Source: an optimization exercise on an open RTL-to-GDS flow (aim: small area). Production flows keep margins and buffers that such runs may drop. No functional check of the RTL was part of this run. Power and IR drop assume default switching activity.

==> flow/design.v <==
module finalproject(clk, rst, rows, LEDs, columns, signalout, ss1, ss2, ss3, ss4, ss5, ss6);
input [3:0] rows;  
input clk;  
input rst;  
output [9:0] LEDs;  
output [3:0] columns;  
output signalout;  
output [6:0] ss1, ss2, ss3, ss4, ss5, ss6;  
wire [31:0] countlow, counthigh;  
keypadwithtones kwt(.rows(rows), .clk(clk), .rst(rst), .LEDs(LEDs), .columns(columns), .countlow(countlow), .counthigh(counthigh));
rotatingdisplay rd(.clk(clk), .rst(rst), .ss1(ss1), .ss2(ss2), .ss3(ss3), .ss4(ss4), .ss5(ss5), .ss6(ss6));
toneprocessor tp(.clk(clk), .rst(rst), .countlow(countlow), .counthigh(counthigh), .signalout(signalout));
endmodule
module keypadwithtones(rows, clk, rst, LEDs, columns, countlow, counthigh);
input [3:0] rows; 
input clk;
input rst;
output [9:0] LEDs;
reg [9:0] LEDs;
output [3:0] columns;
reg [3:0] columns;
reg[2:0] progress, colprogress;   
reg [3:0] val1, val2;  
reg [15:0] button1, button2;  
reg [31:0] counter;  
output [31:0] countlow, counthigh;
reg [31:0] countlow, counthigh;
always @(posedge clk) begin  
if (rst) begin
LEDs = 10'b00_0000_0000;   
progress = 3'b000;  
colprogress = 3'b000;  
counter = 0;  
columns = 4'b1110;  
val1 = 4'b0000;
val2 = 4'b0000;
button1 = 16'h0000;
button2 = 16'h0000;
countlow = 1136;  
counthigh = 2272;
end else begin
case(progress) 
3'b000: begin  
case(columns)  
4'b1110: begin 
val1 = ~rows;  
button1 = val1;
columns = 4'b1101;  
end
4'b1101: begin
val1 = ~rows;  
button1 = button1 << 4;  
button1 = button1 + val1;  
columns = 4'b1011;  
end
4'b1011: begin 
val1 = ~rows;  
button1 = button1 << 4;  
button1 = button1 + val1;  
columns = 4'b0111;  
end
4'b0111: begin
val1 = ~rows;  
button1 = button1 << 4;  
button1 = button1 + val1;  
columns = 4'b1110;  
progress = 3'b001;  
end
endcase
end
3'b001: begin   
counter = counter + 1'b1;
if (counter >= 500) begin   
case(columns)  
4'b1110: begin
val2 = ~rows;
button2 = val2;
columns = 4'b1101;
end
4'b1101: begin
val2 = ~rows;
button2 = button2 << 4;
button2 = button2 + val2;
columns = 4'b1011;
end
4'b1011: begin
val2 = ~rows;
button2 = button2 << 4;
button2 = button2 + val2;
columns = 4'b0111;
end
4'b0111: begin
val2 = ~rows;
button2 = button2 << 4;
button2 = button2 + val2;
columns = 4'b1110;
counter = 0;
progress = 3'b010;
end
endcase
end
end
3'b010: begin   
if ((button1 == button2) && (button1 != 16'h0000)) begin  
case(button1)  
	16'h80: begin  
	countlow = 1136;
   counthigh = 2272;
	end
	16'h1: begin  
	LEDs = LEDs + 1'b1;
	countlow = 47755;
	counthigh = 95510;
	end
	16'h10: begin  
	LEDs = LEDs + 2'b10;
		countlow = 42565;
		counthigh = 85131;
	end
	16'h100: begin  
	LEDs = LEDs + 2'b11;
		countlow = 37921;
		counthigh = 75842;
	end
	16'h2: begin  
	LEDs = LEDs + 3'b100;
	countlow = 35803;
   counthigh = 71606;
	end
	16'h20: begin  
	LEDs = LEDs + 3'b101;
		countlow = 31888;
		counthigh = 63776;
	end
	16'h200: begin  
	LEDs = LEDs + 3'b110;
		countlow = 28409;
		counthigh = 56818;
	end
	16'h4: begin  
	LEDs = LEDs + 3'b111;
		countlow = 25390;
		counthigh = 50619;
	end
	16'h40: begin  
	LEDs = LEDs + 4'b1000;
		countlow = 23889;
		counthigh = 47778;
	end
	16'h400: begin  
	LEDs = LEDs + 4'b1001;
		countlow = 21282;
		counthigh = 42564;
	end
	16'h1000: begin  
	LEDs = LEDs + 4'b1010;
		countlow = 18960;
		counthigh = 37921;
	end
	16'h2000: begin  
	LEDs = LEDs + 4'b1011;
		countlow = 17896;
		counthigh = 35793;
	end
	16'h4000: begin  
	LEDs = LEDs + 4'b1100;
		countlow = 15943;
		counthigh = 31887;
	end
	16'h8000: begin  
	LEDs = LEDs + 4'b1101;
		countlow = 14204;
		counthigh = 28409;
	end
	16'h8: begin  
	LEDs = LEDs + 4'b1110;
		countlow = 12651;
		counthigh = 25303;
	end
	16'h800: begin  
	LEDs = LEDs + 4'b1111;
		countlow = 11944;
		counthigh = 23889;
	end
	endcase
progress = 3'b011;  
end else progress = 3'b000;  
end
3'b011: begin
counter = counter + 1'b1;
if (counter >= 5000) begin  
case(columns)  
4'b1110: begin
val2 = ~rows;
button2 = val2;
columns = 4'b1101;
end
4'b1101: begin
val2 = ~rows;
button2 = button2 << 4;
button2 = button2 + val2;
columns = 4'b1011;
end
4'b1011: begin
val2 = ~rows;
button2 = button2 << 4;
button2 = button2 + val2;
columns = 4'b0111;
end
4'b0111: begin
val2 = ~rows;
button2 = button2 << 4;
button2 = button2 + val2;
columns = 4'b1110;
counter = 0;
progress = 3'b100;
end
endcase
end
end
3'b100: begin
if (button2 == 16'h0000) begin  
progress = 3'b000;  
countlow = 1136;  
counthigh = 2272;
end else progress = 3'b011;  
end
endcase 
end
end
endmodule 
module toneprocessor(clk, rst, countlow, counthigh, signalout);
output signalout;
reg signalout;
input clk;
input rst;
input [31:0] countlow, counthigh;
reg [31:0] onesecond, mycounter;
reg [3:0] progress;
always@(posedge clk) begin
if (rst) begin
signalout=0;  
onesecond = 100000000;  
mycounter = 0;  
progress = 4'b0000;  
end else begin
case(progress)
default: begin              
			end
4'b0000: begin
	mycounter = mycounter + 1'b1;  
	if (mycounter < countlow) begin  
	signalout = 0;  
	end
	else begin
	progress = 4'b0001;  
	end
end
4'b0001: begin
	mycounter = mycounter + 1'b1;  
	if ((mycounter >= countlow) && (mycounter < counthigh)) begin 
	signalout = 1;  
	end
	else begin
	progress = 4'b0010;  
	end
end
4'b0010: begin
	mycounter = mycounter + 1'b1;  
	if (mycounter >= counthigh) begin  
	signalout = 0;  
	mycounter = 0;  
	end
	else begin
	progress = 4'b0000;  
	end
end
endcase
end
end
endmodule 
module rotatingdisplay(clk, rst, ss1, ss2, ss3, ss4, ss5, ss6);
input clk;  
input rst;
output reg [6:0] ss1, ss2, ss3, ss4, ss5, ss6;  
reg [31:0] counter;  
reg [6:0] g,e,r1,r2,i,f1,o,x,f2,a,l1,l2,two1,zero1,two2,zero2,start;  
always @(posedge clk) begin  
if (rst) begin
counter = 0;
start = 7'b0000000;
ss1 = 7'hFF;
ss2 = 7'hFF;
ss3 = 7'hFF;
ss4 = 7'hFF;
ss5 = 7'hFF;
ss6 = 7'hFF;
g = 7'b0010000;
e = 7'b0000110;
r1 = 7'b1001110;
r2 = 7'b1001110;
i = 7'b1111001;
f1 = 7'b0001110;
o = 7'b1000000;
x = 7'b0001001;
f2 = 7'b0001110;
a = 7'b0001000;
l1 = 7'b1000111;
l2 = 7'b1000111;
two1 = 7'b0100100;
zero1 = 7'b1000000;
two2 = 7'b0100100;
zero2 = 7'b1000000;
end else begin
counter = counter + 1'b1;
if (counter >= 50000) begin  
counter = 0;  
ss6 = ss5;
ss5 = ss4;
ss4 = ss3;
ss3 = ss2;
ss2 = ss1;
ss1 = g;  
start = g;
g = e;
e = r1;
r1 = r2;
r2 = i;
i = f1;
f1 = o;
o = x;
x = f2;
f2 = a;
a = l1;
l1 = l2;
l2 = two1;
two1 = zero1;
zero1 = two2;
two2 = zero2;
zero2 = start;
end
end
end
endmodule
==> flow/run.sh <==
#!/bin/bash
# synth_recipe.tcl (not shown) runs the flow's synth.tcl, then flattens the netlist and writes it again
# the make line also repeats each setting of config.mk as NAME=value (left out here)
make -C /OpenROAD-flow-scripts/flow DESIGN_CONFIG=/design/flow/config.mk WORK_HOME=/design/flow/orfs CLKGATE_MAP_FILE= SYNTH_SCRIPT=/design/flow/synth_recipe.tcl finish
==> flow/config.mk <==
export PLATFORM = sky130hd
export DESIGN_NAME = finalproject
export DESIGN_NICKNAME = finalproject
export VERILOG_FILES = /design/flow/design.v
export SDC_FILE = /design/flow/constraint.sdc
export NUM_CORES = 4
export LEC_CHECK = 0
export CAP_MARGIN = 20
export CORE_MARGIN = 2
export CORE_UTILIZATION = 40
export SLEW_MARGIN = 20
==> flow/constraint.sdc <==
create_clock -name core_clock -period 10.0 [get_ports {clk}]
set_input_delay 2.0000 -clock core_clock [delete_from_list [all_inputs] [get_ports {clk}]]
set_output_delay 2.0000 -clock core_clock [all_outputs]
set_load 0.01 [all_outputs]
==> summary.txt <==
DR WL met2=17200 um; I/O Buffers=62; Core ar.=41800 um^2; drt total wl=37900 um; Clk Latency, worst-skew pair=570 ps; Worst Slack Setup Final=5380 ps; number of remaining DRC errors=0; WS Path Type=reg -> reg; Req. time, crit path=10450 ps; Mapped Cells=2090; Worst-path clk slew=60 ps; Seq/Total Area, Yosys=0.386; EDFF count, synth=0; H-Tree Depth=2; Tmin final=4620 ps; Async SR Flop Fraction=0; Area Overhead vs Synth=11.8%; routed len/inst=14.4 um; Fin. Hold Viols=0; Routability Congestion=0.866; Yosys warning count=9; Most used DFF post-synth=dfxtp_1; vias in the first global route=13100; Worst Setup End Kind=register; clock power share=0.419; root buf cell=clkbuf_16; nets@finish=2120; clock tree buffer depth=3; syn_area_per_cell=8.07 um^2; DR pass1 iterations=5; Final ANT Viol Nets=0; Max FO, Critical Path=15; arrival time worst endpoint=5070 ps; WHS=451 ps; P_int=2280 uW; Yosys reg bits=325; largest net degree at the start of global routing=254; Sw Share=0.283; Met1 Routed Length=18500 um; Distinct cells, synth=81; Starting Density=0.404; NetSw=900 uW; vias=14400; DR top layer=met4; Placement Setup Slack=5460 ps; CTS tree=built; met3 routed WL=1650 um; Setup TNS=0 ps; crit start category=register; Setup Buffers After CTS=0; # rows=75; hold buffers post-CTS=0; Resized Gates After CTS=0; status=finished clean; Seq pwr share=0.440; dpl cells=2563; initial antenna violation count=0; clock sink total=325; Ant. Diodes=0; worst clock skew=23.3 ps; I/O pin cnt=63; Iter 0 DRT Violations=923; Layout fillers=4067; CTS Buf Count=37; die width=209 um; Non-Filler Instances=2628; PD cells=169 nW/um^2; relative slew slack=0.284; max-cap violation count=0; Total GRT Usage=0.170; Logic pwr share=0.141; worst-margin pin slew=1070 ps; Tot Pwr=3180 uW; Final Setup Violations=0; Lkg Pwr=0.00749 uW; total grt overflow=0; first-pass GRT wire length=64000 um; RSZ-0062 raised after global routing=false; Hold WC Path Type=reg -> reg; share of post-route cells with drive strength above 1=0.0517; FMAX=217 MHz; Max VDD drop=0.000100 V; Final period util=0.462; post-detail-place hpwl=24900 um; max-slew violations=0; Chip Height=209 um; via-per-instance ratio=5.49; Synth Cell Area=16900 um^2; total die area=43800 um^2
[worst paths after layout]
path	from	cells after the start	end	slack, ps
setup / recovery	tp.mycounter[0]$_SDFFE_PP0N_	14	tp.progress[0]$_SDFFE_PP0P_	5380
hold / removal	kwt.countlow[2]$_SDFFE_PP0P_	2	kwt.countlow[2]$_SDFFE_PP0P_	450
setup reg to reg	tp.mycounter[0]$_SDFFE_PP0N_	14	tp.progress[0]$_SDFFE_PP0P_	5380
hold reg to reg	kwt.countlow[2]$_SDFFE_PP0P_	2	kwt.countlow[2]$_SDFFE_PP0P_	450
[logic make-up (layout without fill, tap and decap cells)]
family	count (synthesis)	after routing	share of synthesized area
and+or+nand+nor	940	940	0.280
AOI/OAI and AO/OA	392	392	0.146
DFF	325	325	0.386
buffers and inverters	207	191	0.0517
xor gates and xnor gates	87	87	0.0452
muxes	87	87	0.0518
adders and majority gates	51	51	0.0392
other	1	16	0.000222
[flip-flops by register name, indices dropped and copies added (netlist names), 8 cells and up]
| name | cells |
|---|---|
| kwt.counthigh | 8 |
| kwt.counter | 32 |
| rd.counter | 32 |
| kwt.button2 | 16 |
| kwt.button1 | 16 |
| kwt.LEDs | 10 |
| kwt.countlow | 16 |
| tp.mycounter | 32 |
[stage by stage]
stage | cell area [um^2] | util
after global routing | 18900 | 0.452
after CTS | 18900 | 0.451
after detailed placement | 17600 | 0.423
final | 18900 | 0.452
after global placement | 17600 | 0.423
after floorplan | 16900 | -
[worst max-delay path: stages (launching register included)]
cell	delay (ps)
dfxtp_1	430
nand3_1	240
nor2_1	480
and4_1	310
and3_1	180
xor2_1	270
ha_1	310
a21oi_1	130
o21ai_0	110
a221oi_1	380
o211a_1	240
a41oi_2	140
nor2_2	610
and3_1	330
mux2_2	340
[synth_stat cells (5+ instances only)]
cell type / instances / area share
a211oi_1: 19 / 0.0085
a21o_1: 21 / 0.0094
a21oi_1: 167 / 0.050
a22oi_1: 25 / 0.011
a2bb2oi_1: 10 / 0.0052
a31oi_1: 15 / 0.0056
and2_1: 13 / 0.0048
and3_1: 22 / 0.0082
and4_1: 22 / 0.011
buf_2: 46 / 0.014
buf_4: 8 / 0.0036
clkbuf_1: 92 / 0.020
clkbuf_2: 6 / 0.0018
dfxtp_1: 325 / 0.39
ha_1: 48 / 0.036
inv_1: 55 / 0.012
mux2i_1: 85 / 0.050
nand2_1: 131 / 0.029
nand2b_1: 21 / 0.0078
nand3_1: 87 / 0.026
nand3b_1: 11 / 0.0049
nand4_1: 52 / 0.019
nand4b_1: 7 / 0.0036
nor2_1: 333 / 0.074
nor2b_1: 13 / 0.0048
nor3_1: 124 / 0.037
nor4_1: 33 / 0.012
nor4_2: 5 / 0.0037
o211ai_1: 6 / 0.0027
o21a_1: 7 / 0.0031
o21ai_0: 54 / 0.016
o21bai_1: 8 / 0.0036
o311ai_0: 9 / 0.0047
or2_2: 8 / 0.0030
or3_1: 16 / 0.0059
or4_1: 5 / 0.0022
xnor2_1: 54 / 0.028
xor2_1: 33 / 0.017
[area by class of cell]
class	count	area, um^2	share of cell area
sequential	325	6510	0.345
clock inverter	15	165	0.00876
clock buffer	50	1040	0.0554
inverter	55	206	0.0109
timing repair buffer	71	718	0.0381
tap	539	674	0.0358
multi-input combinational	1573	9540	0.506
[power by group through the flow]
stage | Clock (uW) | Sequential, uW | Combinational (uW)
after global routing | 1430 | 1410 | 501
after floorplan | 0 | 1400 | 362
final | 1330 | 1400 | 448
after CTS | 1380 | 1400 | 445
after detailed placement | 0 | 1430 | 444
after global placement | 0 | 1420 | 435
[per-layer routing]
layer | global-route usage | vias to the layer above
li1 | - | 7379
met1 | 0.235 | 6728
met2 | 0.274 | 278
met3 | 0.0299 | 47
met4 | 0.0488 | 0
met5 | 0 | -
[cells in the final DEF, fill, tap and decap left out, drive strengths merged, types with 25 or more instances in the layout]
cell type	n
mux2i	85
inv	56
nand3	90
nor3	128
a22oi	25
o21ai	54
nor4	40
nor2	335
xnor2	54
clkbuf	50
ha	48
clkdlybuf4s50	61
nand2	131
xor2	33
a21oi	168
dfxtp	325
nand4	55

==> re-timing with driven ports <==
In the flow no input, the clock included, has a driving cell. The finished layout below was timed again as built, in two steps.
Step 1 sets driving cells, clkbuf_16 on the clock port and buf_2 on the other inputs (assumed; they add their load-dependent delay and slew).
Step 2 also shifts input and output timing later by t, the mid clock arrival at the registers, as if the neighbouring blocks saw the same clock.
a / b / c = ideal ports / drivers / drivers and shift; a / b = the first two.
shift t [ns]: 0.613
slack for setup (ns): 5.381 / 5.381 / 5.381
hold slack, ns: 0.451 / 0.451 / 0.451
worst setup path after step 2: register to register
worst register clock-pin slew, ns: 0.06 / 0.06
After both steps setup and hold are still met in this run. For this run, drivers alone change the setup slack by 0.000 ns; drivers and shift together by 0.000 ns.
